From an optimization exercise on the open Yosys and OpenROAD flow, aimed at small area, a short achievable clock period and few clock cycles per item; shortcuts taken in it are not production practice. RTL that was checked went through simulation tests only; none was proved equivalent to the original. Power figures rest on the tool's default switching activity, not on a simulated workload.

harbor:
==> module SME, before the edit <==
module SME(clk,reset,chardata,isstring,ispattern,valid,match,match_index);
input clk;
input reset;
input [7:0] chardata;
input isstring;
input ispattern;
output match;
output [4:0] match_index;
output valid;
localparam [6:0] HAT    = 7'h5E ;  
localparam [6:0] DOLLAR = 7'h24 ;  
localparam [6:0] POINT  = 7'h2E ;  
localparam [6:0] STAR   = 7'h2A ;  
localparam [6:0] SPACE  = 7'h20 ;  
reg  [6:0] str_B_rf [0:31];
reg  [5:0] str_length_cnt;
reg        isstring_d, ispattern_d;
reg [33:0] F;
reg  [4:0] off;           
reg        star_seen;
reg        valid_r, match_r;
reg  [4:0] match_index_r;
wire [6:0] c = chardata[6:0];
wire c_hat    = c == HAT;
wire c_dollar = c == DOLLAR;
wire c_star   = c == STAR;
wire c_point  = c == POINT;
wire c_body   = ~c_hat & ~c_star;
wire first    = ispattern & ~ispattern_d;
wire [6:0] cc = (c_hat | c_dollar) ? SPACE : c;
wire [31:0] inS;      
wire [31:0] eq;       
genvar j;
generate
for (j = 0; j < 32; j = j + 1) begin: POS
    assign inS[j] = str_length_cnt > 31 - j;
    assign eq[j]  = c_point | str_B_rf[j] == cc;
end
endgenerate
wire [32:0] start = {1'b0, inS & ~{inS[30:0], 1'b0}};
wire [32:0] pre [0:6];
assign pre[0] = F[32:0];
genvar l;
generate
for (l = 0; l < 6; l = l + 1) begin: PRE
    for (j = 0; j < 33; j = j + 1) begin: B
        if ((j >> l) & 1)
            assign pre[l+1][j] = pre[l][j] | pre[l][((j >> l) << l) - 1];
        else
            assign pre[l+1][j] = pre[l][j];
    end
end
endgenerate
reg [4:0] fs;
integer k;
always @(*) begin
    fs = 5'd0;
    for (k = 33; k >= 0; k = k - 1)
        if (F[k]) fs = k[4:0];
end
wire [4:0] fs_idx = fs + off;
integer i;
always @(posedge clk)
begin: STR_RF
    if(isstring)
    begin
        for (i = 0; i < 31; i = i + 1)
            str_B_rf[i] <= str_B_rf[i+1];
        str_B_rf[31] <= c;
    end
end
always @(posedge clk)
begin: LEN_CNT
    if(isstring)
        str_length_cnt <= isstring_d ? str_length_cnt + 6'd1 : 6'd1;
end
always @(posedge clk or posedge reset)
begin: FLAGS
    if(reset)
    begin
        isstring_d  <= 1'b0;
        ispattern_d <= 1'b0;
        valid_r     <= 1'b0;
        match_r     <= 1'b0;
    end
    else
    begin
        isstring_d  <= isstring;
        ispattern_d <= ispattern;
        valid_r     <= ispattern_d & ~ispattern;
        match_r     <= ispattern_d & ~ispattern & (|F);
    end
end
always @(posedge clk)
begin: MATCH
    if(c_star)
        F <= first ? {2'b01, inS} : {1'b0, pre[6]};
    else
        F <= {(first ? 1'b0 : F[32]) & c_dollar,
              (first ? inS : F[31:0]) & eq, 1'b0} | {1'b0, start & {33{c_hat}}};
    off       <= (first ? str_length_cnt[4:0] : off) - {4'd0, c_body};
    star_seen <= (first ? 1'b0 : star_seen) | c_star;
    if(first)
        match_index_r <= 5'd0;
    else if(!star_seen)
        match_index_r <= fs_idx;
end
assign valid       = valid_r;
assign match       = match_r;
assign match_index = match_index_r;
endmodule
make LEC_CHECK=0 ABC_CLOCK_PERIOD_IN_PS=2700 CAP_MARGIN=20 CORE_MARGIN=2 CORE_UTILIZATION=40 SETUP_SLACK_MARGIN=3.8 SLEW_MARGIN=20 finish   # period 6.5 ns
run.sh (not shown) runs the stock make flow with config.mk's settings and CLKGATE_MAP_FILE= SYNTH_SCRIPT=/design/flow/synth_recipe.tcl, a recipe that flattens the netlist after the stock synthesis.
[inputs] tundra vs harbor
-- flow/design.v --
<<< harbor, line 16
reg  [5:0] str_length_cnt;
reg        isstring_d, ispattern_d;
reg [33:0] F;
reg  [4:0] off;           
reg        star_seen;
>>> tundra, line 16
reg  [5:0] str_length_cnt;
reg        isstring_d, ispattern_d;
reg [32:0] F;
reg  [4:0] off;           
reg        star_seen;
<<< harbor, line 26
wire c_star   = c == STAR;
wire c_point  = c == POINT;
wire c_body   = ~c_hat & ~c_star;
wire first    = ispattern & ~ispattern_d;
wire [6:0] cc = (c_hat | c_dollar) ? SPACE : c;
wire [31:0] inS;      
wire [31:0] eq;       
genvar j;
>>> tundra, line 26
wire c_star   = c == STAR;
wire c_point  = c == POINT;
wire c_body   = ~c_hat & ~c_star & ~c_dollar;
wire first    = ispattern & ~ispattern_d;
wire [31:0] inS;      
wire [31:0] sp;       
wire [31:0] eq;       
genvar j;
<<< harbor, line 35
for (j = 0; j < 32; j = j + 1) begin: POS
    assign inS[j] = str_length_cnt > 31 - j;
    assign eq[j]  = c_point | str_B_rf[j] == cc;
end
endgenerate
wire [32:0] start = {1'b0, inS & ~{inS[30:0], 1'b0}};
wire [32:0] pre [0:6];
assign pre[0] = F[32:0];
genvar l;
generate
>>> tundra, line 35
for (j = 0; j < 32; j = j + 1) begin: POS
    assign inS[j] = str_length_cnt > 31 - j;
    assign sp[j]  = str_B_rf[j] == SPACE;
    assign eq[j]  = c_point | str_B_rf[j] == c;
end
endgenerate
wire [32:0] hatmask = {1'b0, inS & ~{inS[30:0], 1'b0} | inS & {sp[30:0], 1'b0}};
wire [32:0] dmask   = {1'b1, sp};
wire [32:0] pre [0:6];
assign pre[0] = F;
genvar l;
generate
<<< harbor, line 56
always @(*) begin
    fs = 5'd0;
    for (k = 33; k >= 0; k = k - 1)
        if (F[k]) fs = k[4:0];
end
>>> tundra, line 58
always @(*) begin
    fs = 5'd0;
    for (k = 32; k >= 0; k = k - 1)
        if (F[k]) fs = k[4:0];
end
<<< harbor, line 94
always @(posedge clk)
begin: MATCH
    if(c_star)
        F <= first ? {2'b01, inS} : {1'b0, pre[6]};
    else
        F <= {(first ? 1'b0 : F[32]) & c_dollar,
              (first ? inS : F[31:0]) & eq, 1'b0} | {1'b0, start & {33{c_hat}}};
    off       <= (first ? str_length_cnt[4:0] : off) - {4'd0, c_body};
    star_seen <= (first ? 1'b0 : star_seen) | c_star;
>>> tundra, line 96
always @(posedge clk)
begin: MATCH
    if(c_hat)
        F <= hatmask;
    else if(c_star)
        F <= first ? {1'b1, inS} : pre[6];
    else if(c_dollar)
        F <= F & dmask;
    else
        F <= {(first ? inS : F[31:0]) & eq, 1'b0};
    off       <= (first ? str_length_cnt[4:0] : off) - {4'd0, c_body};
    star_seen <= (first ? 1'b0 : star_seen) | c_star;
Notes after the runs:
Taking harbor as the reference, in tundra share of synthesized flip-flops with an asynchronous set or reset essentially unchanged, time the worst path needs with I/O delays and setup decreased 0.082 ns, setup slack increased 0.082 ns.
Delta (tundra minus harbor): critical path's largest stage delay up 0.14 ns; number of standard cells after synthesis down 99; number of global-route vias before repair lower.
Testbench counts of tundra, summed over its fixed seeds: cycles 12,373, items 1,114.
For harbor, only the layout was checked, not whether the RTL still works.

run B:
Another version of the RTL of SME (not shown whole).
Size in the first run: about 1200 cells after synthesis, about 290 flip-flops, about 14000 um^2 of cells after synthesis.
==> flow/design.v (excerpt) <==
module SME(clk,reset,chardata,isstring,ispattern,valid,match,match_index);
input clk;
input reset;
input [7:0] chardata;
input isstring;
input ispattern;
output match;
output [4:0] match_index;
output valid;
localparam [6:0] HAT    = 7'h5E ;  
localparam [6:0] DOLLAR = 7'h24 ;  
localparam [6:0] POINT  = 7'h2E ;  
localparam [6:0] STAR   = 7'h2A ;  
localparam [6:0] SPACE  = 7'h20 ;  
reg  [6:0] str_B_rf [0:31];
reg  [5:0] str_length_cnt;
reg        isstring_d, ispattern_d;
reg [33:0] F;
reg  [4:0] off;           
reg        star_seen;
reg        star_d;          
reg  [4:0] star_idx;
reg        valid_r, match_r;
reg  [4:0] match_index_r;
wire [6:0] c = chardata[6:0];
wire c_hat    = c == HAT;
wire c_dollar = c == DOLLAR;
wire c_star   = c == STAR;
wire c_point  = c == POINT;
wire first    = ispattern & ~ispattern_d;
wire [31:0] inS;      
wire [31:0] sp;       
wire [31:0] eqc;      
genvar j;
generate
for (j = 0; j < 32; j = j + 1) begin: POS
    assign inS[j] = str_length_cnt > 31 - j;
    assign sp[j]  = str_B_rf[j] == SPACE;
    assign eqc[j] = str_B_rf[j] == c;
end
endgenerate
wire [31:0] start = inS & ~{inS[30:0], 1'b0};
wire [32:0] pre [0:6];
assign pre[0] = F[32:0];
genvar l;
generate
for (l = 0; l < 6; l = l + 1) begin: PRE
    for (j = 0; j < 33; j = j + 1) begin: B
        if ((j >> l) & 1)
            assign pre[l+1][j] = pre[l][j] | pre[l][((j >> l) << l) - 1];
        else
            assign pre[l+1][j] = pre[l][j];
    end
end
endgenerate
wire [31:0] Fin = first ? inS : F[31:0];
wire [33:0] F_hat  = {2'b00, inS & sp, 1'b0} | {2'b00, start};
wire [33:0] F_dol  = {F[32], F[31:0] & sp, 1'b0};
wire [33:0] F_star = first ? {2'b01, inS} : {1'b0, pre[6]};
wire [33:0] F_pt   = {1'b0, Fin, 1'b0};
wire [33:0] F_fix  = ({34{c_hat}} & F_hat) | ({34{c_dollar}} & F_dol) |
  ...
==> module SME, before the edit <==
module SME(clk,reset,chardata,isstring,ispattern,valid,match,match_index);
input clk;
input reset;
input [7:0] chardata;
input isstring;
input ispattern;
output match;
output [4:0] match_index;
output valid;
localparam [6:0] HAT    = 7'h5E ;  
localparam [6:0] DOLLAR = 7'h24 ;  
localparam [6:0] POINT  = 7'h2E ;  
localparam [6:0] STAR   = 7'h2A ;  
localparam [6:0] SPACE  = 7'h20 ;  
reg  [6:0] str_B_rf [0:31];
reg  [5:0] str_length_cnt;
reg        isstring_d, ispattern_d;
reg [33:0] F;
reg  [4:0] off;           
reg        star_seen;
reg        star_d;          
reg  [4:0] star_idx;
reg        valid_r, match_r;
reg  [4:0] match_index_r;
wire [6:0] c = chardata[6:0];
wire c_hat    = c == HAT;
wire c_dollar = c == DOLLAR;
wire c_star   = c == STAR;
wire c_point  = c == POINT;
wire first    = ispattern & ~ispattern_d;
wire [31:0] inS;      
wire [31:0] sp;       
wire [31:0] eqc;      
genvar j;
generate
for (j = 0; j < 32; j = j + 1) begin: POS
    assign inS[j] = str_length_cnt > 31 - j;
    assign sp[j]  = str_B_rf[j] == SPACE;
    assign eqc[j] = str_B_rf[j] == c;
end
endgenerate
wire [31:0] start = inS & ~{inS[30:0], 1'b0};
wire [32:0] pre [0:6];
assign pre[0] = F[32:0];
genvar l;
generate
for (l = 0; l < 6; l = l + 1) begin: PRE
    for (j = 0; j < 33; j = j + 1) begin: B
        if ((j >> l) & 1)
            assign pre[l+1][j] = pre[l][j] | pre[l][((j >> l) << l) - 1];
        else
            assign pre[l+1][j] = pre[l][j];
    end
end
endgenerate
wire [31:0] Fin = first ? inS : F[31:0];
wire [33:0] F_hat  = {2'b00, inS & sp, 1'b0} | {2'b00, start};
wire [33:0] F_dol  = {F[32], F[31:0] & sp, 1'b0};
wire [33:0] F_star = first ? {2'b01, inS} : {1'b0, pre[6]};
wire [33:0] F_pt   = {1'b0, Fin, 1'b0};
wire [33:0] F_fix  = ({34{c_hat}} & F_hat) | ({34{c_dollar}} & F_dol) |
                     ({34{c_star}} & F_star) | ({34{c_point}} & F_pt);
wire [33:0] F_lit  = {1'b0, Fin & eqc, 1'b0};
wire star_mode = star_seen & ~star_d;
wire [33:0] Fe = F & {34{~star_mode}};
wire [4:0]  oe = star_mode ? star_idx : off;
reg [4:0] fs;
integer k;
always @(*) begin
    fs = 5'd0;
    for (k = 33; k >= 0; k = k - 1)
        if (Fe[k]) fs = k[4:0];
end
wire [4:0] gen = fs & oe;
wire [4:0] prp = fs ^ oe;
wire [4:0] cry;
assign cry[0] = 1'b0;
assign cry[1] = gen[0];
assign cry[2] = gen[1] | prp[1] & gen[0];
assign cry[3] = gen[2] | prp[2] & gen[1] | prp[2] & prp[1] & gen[0];
assign cry[4] = gen[3] | prp[3] & gen[2] | prp[3] & prp[2] & gen[1] |
                prp[3] & prp[2] & prp[1] & gen[0];
wire [4:0] fs_idx = prp ^ cry;
wire [4:0] len5   = str_length_cnt[4:0];
wire [4:0] len_m1 = len5 - 5'd1;
wire [4:0] off_m1 = off - 5'd1;
wire       c_cnt  = ~c_hat & ~c_star;
integer i;
always @(posedge clk)
begin: STR_RF
    if(isstring)
    begin
        for (i = 0; i < 31; i = i + 1)
            str_B_rf[i] <= str_B_rf[i+1];
        str_B_rf[31] <= c;
    end
end
always @(posedge clk)
begin: LEN_CNT
    if(isstring)
        str_length_cnt <= isstring_d ? str_length_cnt + 6'd1 : 6'd1;
end
always @(posedge clk or posedge reset)
begin: FLAGS
    if(reset)
    begin
        isstring_d  <= 1'b0;
        ispattern_d <= 1'b0;
        valid_r     <= 1'b0;
        match_r     <= 1'b0;
    end
    else
    begin
        isstring_d  <= isstring;
        ispattern_d <= ispattern;
        valid_r     <= ispattern_d & ~ispattern;
        match_r     <= ispattern_d & ~ispattern & (|F);
    end
end
always @(posedge clk)
begin: MATCH
    F <= F_fix | F_lit;
    off <= first ? (c_cnt ? len_m1 : len5) : (c_cnt ? off_m1 : off);
    star_seen <= (first ? 1'b0 : star_seen) | c_star;
    star_d    <= ispattern & c_star;
    if(star_d)
        star_idx <= fs_idx;
    match_index_r <= fs_idx;
end
assign valid       = valid_r;
assign match       = match_r;
assign match_index = match_index_r;
endmodule
Settings: LEC_CHECK=0, CAP_MARGIN=20, CORE_MARGIN=2, CORE_UTILIZATION=40, CTS_CLUSTER_DIAMETER=80, CTS_CLUSTER_SIZE=30, SETUP_SLACK_MARGIN=3.8, SLEW_MARGIN=20; clock period 6.5 ns.
Input changes introduced in run E (baseline for comparison: run B):
diff --git a/flow/design.v b/flow/design.v
--- a/flow/design.v
+++ b/flow/design.v
@@ -52,28 +52,24 @@
             assign pre[l+1][j] = pre[l][j];
     end
 end
 endgenerate
+wire c_ws = c_hat | c_dollar;
 wire [31:0] Fin = first ? inS : F[31:0];
-wire [33:0] F_hat  = {2'b00, inS & sp, 1'b0} | {2'b00, start};
-wire [33:0] F_dol  = {F[32], F[31:0] & sp, 1'b0};
+wire [31:0] X   = eqc | ({32{c_ws}} & sp) | {32{c_point}};
 wire [33:0] F_star = first ? {2'b01, inS} : {1'b0, pre[6]};
-wire [33:0] F_pt   = {1'b0, Fin, 1'b0};
-wire [33:0] F_fix  = ({34{c_hat}} & F_hat) | ({34{c_dollar}} & F_dol) |
-                     ({34{c_star}} & F_star) | ({34{c_point}} & F_pt);
-wire [33:0] F_lit  = {1'b0, Fin & eqc, 1'b0};
-wire star_mode = star_seen & ~star_d;
-wire [33:0] Fe = F & {34{~star_mode}};
-wire [4:0]  oe = star_mode ? star_idx : off;
+wire [33:0] F_next = c_star ? F_star :
+                     ({c_dollar & ~first & F[32], Fin & X, 1'b0} |
+                      {2'b00, {32{c_hat}} & start});
 reg [4:0] fs;
 integer k;
 always @(*) begin
     fs = 5'd0;
     for (k = 33; k >= 0; k = k - 1)
-        if (Fe[k]) fs = k[4:0];
+        if (F[k]) fs = k[4:0];
 end
-wire [4:0] gen = fs & oe;
-wire [4:0] prp = fs ^ oe;
+wire [4:0] gen = fs & off;
+wire [4:0] prp = fs ^ off;
 wire [4:0] cry;
 assign cry[0] = 1'b0;
 assign cry[1] = gen[0];
 assign cry[2] = gen[1] | prp[1] & gen[0];
@@ -118,15 +114,15 @@
     end
 end
 always @(posedge clk)
 begin: MATCH
-    F <= F_fix | F_lit;
+    F <= F_next;
     off <= first ? (c_cnt ? len_m1 : len5) : (c_cnt ? off_m1 : off);
     star_seen <= (first ? 1'b0 : star_seen) | c_star;
     star_d    <= ispattern & c_star;
     if(star_d)
         star_idx <= fs_idx;
-    match_index_r <= fs_idx;
+    match_index_r <= (star_seen & ~star_d) ? star_idx : fs_idx;
 end
 assign valid       = valid_r;
 assign match       = match_r;
 assign match_index = match_index_r;
==> results.txt <==
Cmp run E vs run B: compound-cell area share of the yosys netlist higher in run E
The launch point of the worst path comes out F[16] in one run and F[20] in the other, namely in run B and run E respectively.
Run B -> run E: number of placement rows decreased slightly
Non-clock buffer count (run E vs. run B) increases by a little under 10%
In run E, the final area came out 160 um^2 below the value in run B.
Run B → run E: total iterations of the first detailed-routing run shows an increase of 3; initial antenna violation count essentially unchanged; maximum vdd ir drop went down 0.13 mV; antenna diode count saw little to no change; routed wire length saw a decrease.
In the flow results for run E and run B, the die area is smaller on run E.
As far as mux share of post-synthesis cell area is concerned, run E and run B perform about the same.
When the final numbers for run E and run B were put side by side, the hold slack turned out to be greater in run E.
No functional check of the RTL was part of any run of this note.

-- port drivers added, routing unchanged --
The results above use ideal ports. As a check the final layouts listed here were re-extracted and re-timed, cells and wires unchanged. Step 1: set_driving_cell puts a clkbuf_16 on clk and a buf_2 on each other input, an assumption about the parent block. Step 2 also shifts input and output timing later by t, the mid clock arrival at the registers, as if the neighbouring blocks saw the same clock. Slacks: ideal / step 1 / step 2; pairs: ideal / step 1.
run | t (ns) | setup slack, ns | worst setup path after step 2
harbor | 0.623 | 3.710 / 3.713 / 3.105 | input to register
tundra | 0.616 | 3.792 / 3.787 / 3.171 | input to register
run B | 0.566 | 3.737 / 3.737 / 3.341 | input to register
run E | 0.568 | 3.426 / 3.426 / 3.119 | input to register
After both steps setup and hold are still met in every run listed. The setup slack of tundra, which loses most, moves by -0.005 ns with the drivers and by -0.621 ns with both steps.
